Context: an optimization exercise on an open-source flow, tuned for small area and a short achievable clock period. The choices shown serve that exercise and are no tape-out recipe. No functional check of the RTL was part of any run shown here. No activity file was given, so power comes from the tool's default toggle rates.

==> flow/design.v (outline; a module is shown in full before it is edited, if it fits) <==
// module mult_unsigned: 1288 lines
module mult_unsigned (
	input clk, rst,
	input [15:0] A,
	input [23:0] B,
	output [39:0] result
);
  // ...
==> flow/run.sh <==
#!/bin/bash
# synth_recipe.tcl (not shown) runs the flow's synth.tcl, then flattens the netlist and writes it again
# the make line also repeats each setting of config.mk as NAME=value (left out here)
make -C /OpenROAD-flow-scripts/flow DESIGN_CONFIG=/design/flow/config.mk WORK_HOME=/design/flow/orfs CLKGATE_MAP_FILE= SYNTH_SCRIPT=/design/flow/synth_recipe.tcl finish
==> flow/config.mk <==
export PLATFORM = sky130hd
export DESIGN_NAME = mult_unsigned
export DESIGN_NICKNAME = mult_unsigned
export VERILOG_FILES = /design/flow/design.v
export SDC_FILE = /design/flow/constraint.sdc
export NUM_CORES = 4
export LEC_CHECK = 0
export CAP_MARGIN = 20
export CORE_MARGIN = 2
export CORE_UTILIZATION = 40
export SLEW_MARGIN = 20
==> flow/constraint.sdc <==
create_clock -name core_clock -period 8.0 [get_ports {clk}]
set_input_delay 1.6000 -clock core_clock [delete_from_list [all_inputs] [get_ports {clk}]]
set_output_delay 1.6000 -clock core_clock [all_outputs]
set_load 0.01 [all_outputs]
==> reports/qor.txt, run 1 <==
commonest non-fill, non-tap cells in the layout: a21oi_1 (220), dfxtp_1 (211), nand2_1 (185), inv_1 (183), fa_1 (180)
Routed Antenna Nets: 0
sequential cell area share: 25.67%
buffer share of cell area: 5.437%
fraction of area in multi-input gates: 57.19%
fill cell count: 4658
Port Buffers: 81
maximum VDD drop: 0.1984 mV
dpl hpwl: 40.76 mm
Pre-Repair DR Iteration Count: 6
Buffers, non-clock: 128
gr ovfl total: 0
footprint of the multi-input gates: 12320 um2
synthesized instance count: 2259
syn_area_per_cell: 8.617 um2
full die area: 50450 um2
initial DRC count: 1768
CP most frequent cell: fa_1
Switch Pwr: 3.643 mW
Synth Area in Compound Gates: 22.93%
area grow syn2layout: 10.65%
num sequential: 264
most common cell after layout, fill and taps aside: a21oi_1
max-cap violation count: 0
Worst Skew: 0.03649 ns
status: no timing/DRC/antenna violations
GRT met1 Usage: 31.99%
row cnt: 80
Seq. pwr: 2.09 mW
met2 GRT Util: 37.03%
drt wl/cell: 20.94 um
grt met3 use: 3.357%
ClkCell Share: 4.804%
final non-filler cell area: 21540 um2
Post-Synth Simple-Gate Area: 13.24%
nets@finish: 2418
Cell Area, Synth: 19470 um2
largest family of logic cells by synthesized area: adder cells
Final GP Congestion: 0.8542
Logic inverters: 191
CP peak stage delay: 0.69 ns
Worst-Skew Late Latency: 0.60 ns
Yosys cell types: 56
fraction of power consumed by combinational cells: 57.9%
==> run 2: changes to the inputs <==
--- a/flow/config.mk
+++ b/flow/config.mk
@@ -6,4 +6,5 @@
 export NUM_CORES = 4
 export LEC_CHECK = 0
+export ABC_CLOCK_PERIOD_IN_PS = 1500
 export CAP_MARGIN = 20
 export CORE_MARGIN = 2
==> run 2 against run 1 <==
Flip-flop and latch count stayed put. Non-clock buffer count stayed put. Die area stayed put. Maximum frequency stayed put. Setup slack stayed put. Critical endpoint unchanged. Still clean.
==> reports/qor.txt, run 2 <==
first-pass GRT wire length: 90.51 mm (unchanged)
status: no timing/DRC/antenna violations (unchanged)
register area share after synthesis: 28.28% (unchanged)
Crit. Startpoint: r2[6] (unchanged)
initial DRC count: 1768 (unchanged)
fin crit share: 77.87% (unchanged)
Synth Area in Compound Gates: 22.93% (unchanged)
CTS Sinks: 264 (unchanged)
Clock Tree Buf Depth: 3 (unchanged)
Port Buffers: 81 (unchanged)
total number of vias: 16600 (unchanged)
max-cap violation count: 0 (unchanged)
Setup CP Type: reg2reg (unchanged)
DRC Markers: 0 (unchanged)
CTS root buffer: clkbuf_16 (unchanged)
H-tree depth: 1 (unchanged)
Least-Margin Pin Slew: 1.146 ns (unchanged)
Worst Hold Slack: 0.3259 ns (unchanged)
Pre-Repair DR Iteration Count: 6 (unchanged)
synthesized instance count: 2259 (unchanged)
Critical R2R Launch: r2[6] (unchanged)
post-CTS setup buffer count: 0 (unchanged)
Synth top cells by count: a21oi_1 (220), dfxtp_1 (220), clkbuf_1 (203), nand2_1 (185), inv_1 (184) (unchanged)
Final Instance Count excl. Fillers: 2809 (unchanged)
max reg flops: 100 (unchanged)
full die area: 50450 um2 (unchanged)
Setup crit end kind: flop (unchanged)
cell leakage power: 8.510 nW (unchanged)
Final GP Congestion: 0.8542 (unchanged)
nets@finish: 2418 (unchanged)
most common cell after layout, fill and taps aside: a21oi_1 (unchanged)
Final min period: 6.229 ns (unchanged)
ANT cells: 0 (unchanged)
GR Util All Layers: 23.09% (unchanged)
Clock Power Share: 17.2% (about the same)
worst hold path class: reg2reg (unchanged)
Cell Area, Synth: 19470 um2 (unchanged)
area of the core: 47850 um2 (unchanged)
CTS buffer count: 29 (unchanged)
sequential share of power: 24.9% (about the same)
maximum VDD drop: 0.1984 mV (unchanged)
reg2reg path depth: 22 (unchanged)
mux cell area share after synthesis: 0% (unchanged)
fmax: 0.1605 GHz (unchanged)
Post-synth EDFFs: 0 (unchanged)
area grow syn2layout: 10.65% (unchanged)
drt wl/cell: 20.94 um (unchanged)
flops & latches, synth: 264 (unchanged)
largest net degree at the start of global routing: 101 (unchanged)
leading area contributor after synthesis: dfxtp_1 (unchanged)
CTS tree: done (unchanged)
Post-Synth XOR/XNOR Area: 3.464% (unchanged)
dominant cells by area after synthesis: dfxtp_1 (23%), fa_1 (19%), a21oi_1 (5.7%), dfrtp_1 (5.7%), clkbuf_1 (3.9%) (unchanged)
post-synth top area share: 22.63% (unchanged)
WP data arrival: 6.69 ns (about the same)
largest family of logic cells by synthesized area: adder cells (unchanged)
Synth warnings: 1 (unchanged)
endpoints failing hold: 0 (unchanged)
Yosys cell types: 56 (unchanged)
layout cells sized above 1: 5.606% (unchanged)
Post-synth ARST share: 16.67% (unchanged)
final non-filler cell area: 21540 um2 (unchanged)
die height: 224.6 um (unchanged)
switching part of the total: 43.46% (unchanged)
max-slew violation count: 0 (unchanged)
row cnt: 80 (unchanged)
Worst-Skew Late Latency: 0.60 ns (about the same)
placed inst area: 20500 um2 (unchanged)
Hold Startpoint: r3[6] (unchanged)
fraction of power consumed by combinational cells: 57.9% (about the same)
RSZ-0062 raised after global routing: no (unchanged)
Initial Util: 40.69% (unchanged)
Synth Area in Adders: 23.61% (unchanged)
syn nets: 2506 (unchanged)
Max-slew headroom: 23.47% (unchanged)
initial antenna violation count: 0 (unchanged)
# setup viols final: 0 (unchanged)
Routed Antenna Nets: 0 (unchanged)
r2r endpoint: r3[31] (unchanged)
Largest Register: r2 (unchanged)
Critical Path RT: 8.46 ns (about the same)
Worst Skew: 0.03649 ns (unchanged)
commonest non-fill, non-tap cells in the layout: a21oi_1 (220), dfxtp_1 (211), nand2_1 (185), inv_1 (183), fa_1 (180) (unchanged)
Internal: 4.740 mW (unchanged)
Min-Delay Path Depth: 0 (unchanged)
I/O pins: 82 (unchanged)
gr ovfl total: 0 (unchanged)
# hold bufs at CTS: 0 (unchanged)
Setup TNS: 0 ns (unchanged)
Max Fanout on Critical Path: 5 (unchanged)
dpl hpwl: 40.76 mm (unchanged)
Post-Synth Simple-Gate Area: 13.24% (unchanged)
syn_area_per_cell: 8.617 um2 (unchanged)
Util after Layout: 45.02% (unchanged)
hold endpoint: r4[6] (unchanged)
Switch Pwr: 3.643 mW (unchanged)
Top FF cell, synth: dfxtp_1 (unchanged)
vias in the first global route: 15450 (unchanged)
Placed Instances: 2755 (unchanged)
power per standard cell area: 389.2 nW/um2 (unchanged)
die width: 224.6 um (unchanged)
DRT Wirelength: 58.81 mm (unchanged)
Clock transition at path regs: 0.07 ns (about the same)
vias per cell: 5.909 (unchanged)
critical path startpoint category: flop (unchanged)
CTS resizes: 0 (unchanged)
FF-to-FF setup slack: 1.77 ns (about the same)
## run 2: cell counts after synthesis
No cell type changed its count.
## run 2: per-stage QoR
| step | worst slack (ns) | power (mW) |
|---|---|---|
| floorplan | 2.360 | 5.410 |
| global placement | 1.886 | 6.840 |
| detailed placement | 1.787 | 6.942 |
| CTS | 1.766 | 8.416 |
| global route | 1.474 | 9.038 |
| finish | 1.771 | 8.383 |
## run 2: kinds of logic (layout without fill, tap and decap cells)
group	Yosys count	count (layout)
AO/OA/AOI/OAI	674	674
flip-flops	264	264
XOR/XNOR	77	77
adder cells (fa/ha/maj)	273	273
AND/OR/NAND/NOR	532	532
other	1	1
buffers and inverters	438	373
## run 2: how the worst max path moves through the flow
stage,end,cells after the start,slack (ns)
2_1_floorplan,r3[31],21,2.36
3_3_place_gp,r3[31],22,1.89
3_5_place_dp,r3[31],22,1.79
4_1_cts,r3[31],22,1.77
5_1_grt,r3[31],22,1.47
6_report,r3[31],22,1.77
## run 2: worst max-delay path, stage by stage, from the launching register on
cell and delay, ns:
dfxtp_1 0.35, fa_1 0.17, inv_1 0.05, fa_1 0.38, fa_1 0.39, fa_1 0.39, fa_1 0.40, fa_1 0.39
fa_1 0.39, fa_1 0.38, inv_1 0.09, fa_1 0.17, inv_1 0.05, fa_1 0.40, inv_1 0.08, fa_1 0.18
ha_1 0.25, and4b_1 0.29, nand2_1 0.10, nor4_1 0.06, nor4_2 0.69, o221ai_1 0.27, xor2_1 0.19
## run 2: area by class of cell
class | count | area, um2
Inverter | 191 | 716.9
Clock inverter | 18 | 232.7
Timing Repair Buffer | 128 | 1171
Fill cell | 4658 | 26310
Clock buffer | 36 | 802.0
Multi-Input combinational cell | 1557 | 12320
Sequential cell | 264 | 5529
Tap cell | 615 | 769.5
## run 2: power by group through the flow
stage               combinational [mW]  sequential [mW]  clock (mW)
finish                            4.85             2.09        1.44
global route                      5.36             2.15        1.53
CTS                               4.83             2.10        1.48
detailed placement                4.81             2.13           0
global placement                  4.73             2.11           0
floorplan                         3.34             2.07           0
## run 2: per-layer routing
layer	track usage, %	routed length (um)	vias to the layer above
li1	-	-	7577
met5	0	0	-
met1	31.99	25250	8059
met4	7.840	2106	0
met3	3.357	4992	124
met2	37.03	26460	837

## re-timing with driven ports
The flow's constraints put no driver on any port. The routed layouts listed below were extracted and timed again, unchanged, in two steps. Step 1 (the two cells are an assumption about what drives the block):
set clk [get_ports {clk}]
set_driving_cell -lib_cell sky130_fd_sc_hd__clkbuf_16 $clk
set_driving_cell -lib_cell sky130_fd_sc_hd__buf_2 [delete_from_list [all_inputs] $clk]
Step 2 also shifts input and output timing later by t, the mid clock arrival at the registers, as if the neighbouring blocks saw the same clock. Slacks: no drivers / after step 1 / after step 2; pairs: no drivers / after step 1.
run	t (ns)	setup slack, ns	worst register clock-pin slew, ns	cell pins on the clock port's net
run 1	0.637	1.771 / 1.771 / 1.771	0.07 / 0.07	1
run 2	0.637	1.771 / 1.771 / 1.771	0.07 / 0.07	1
After both steps setup and hold are still met in every run listed.
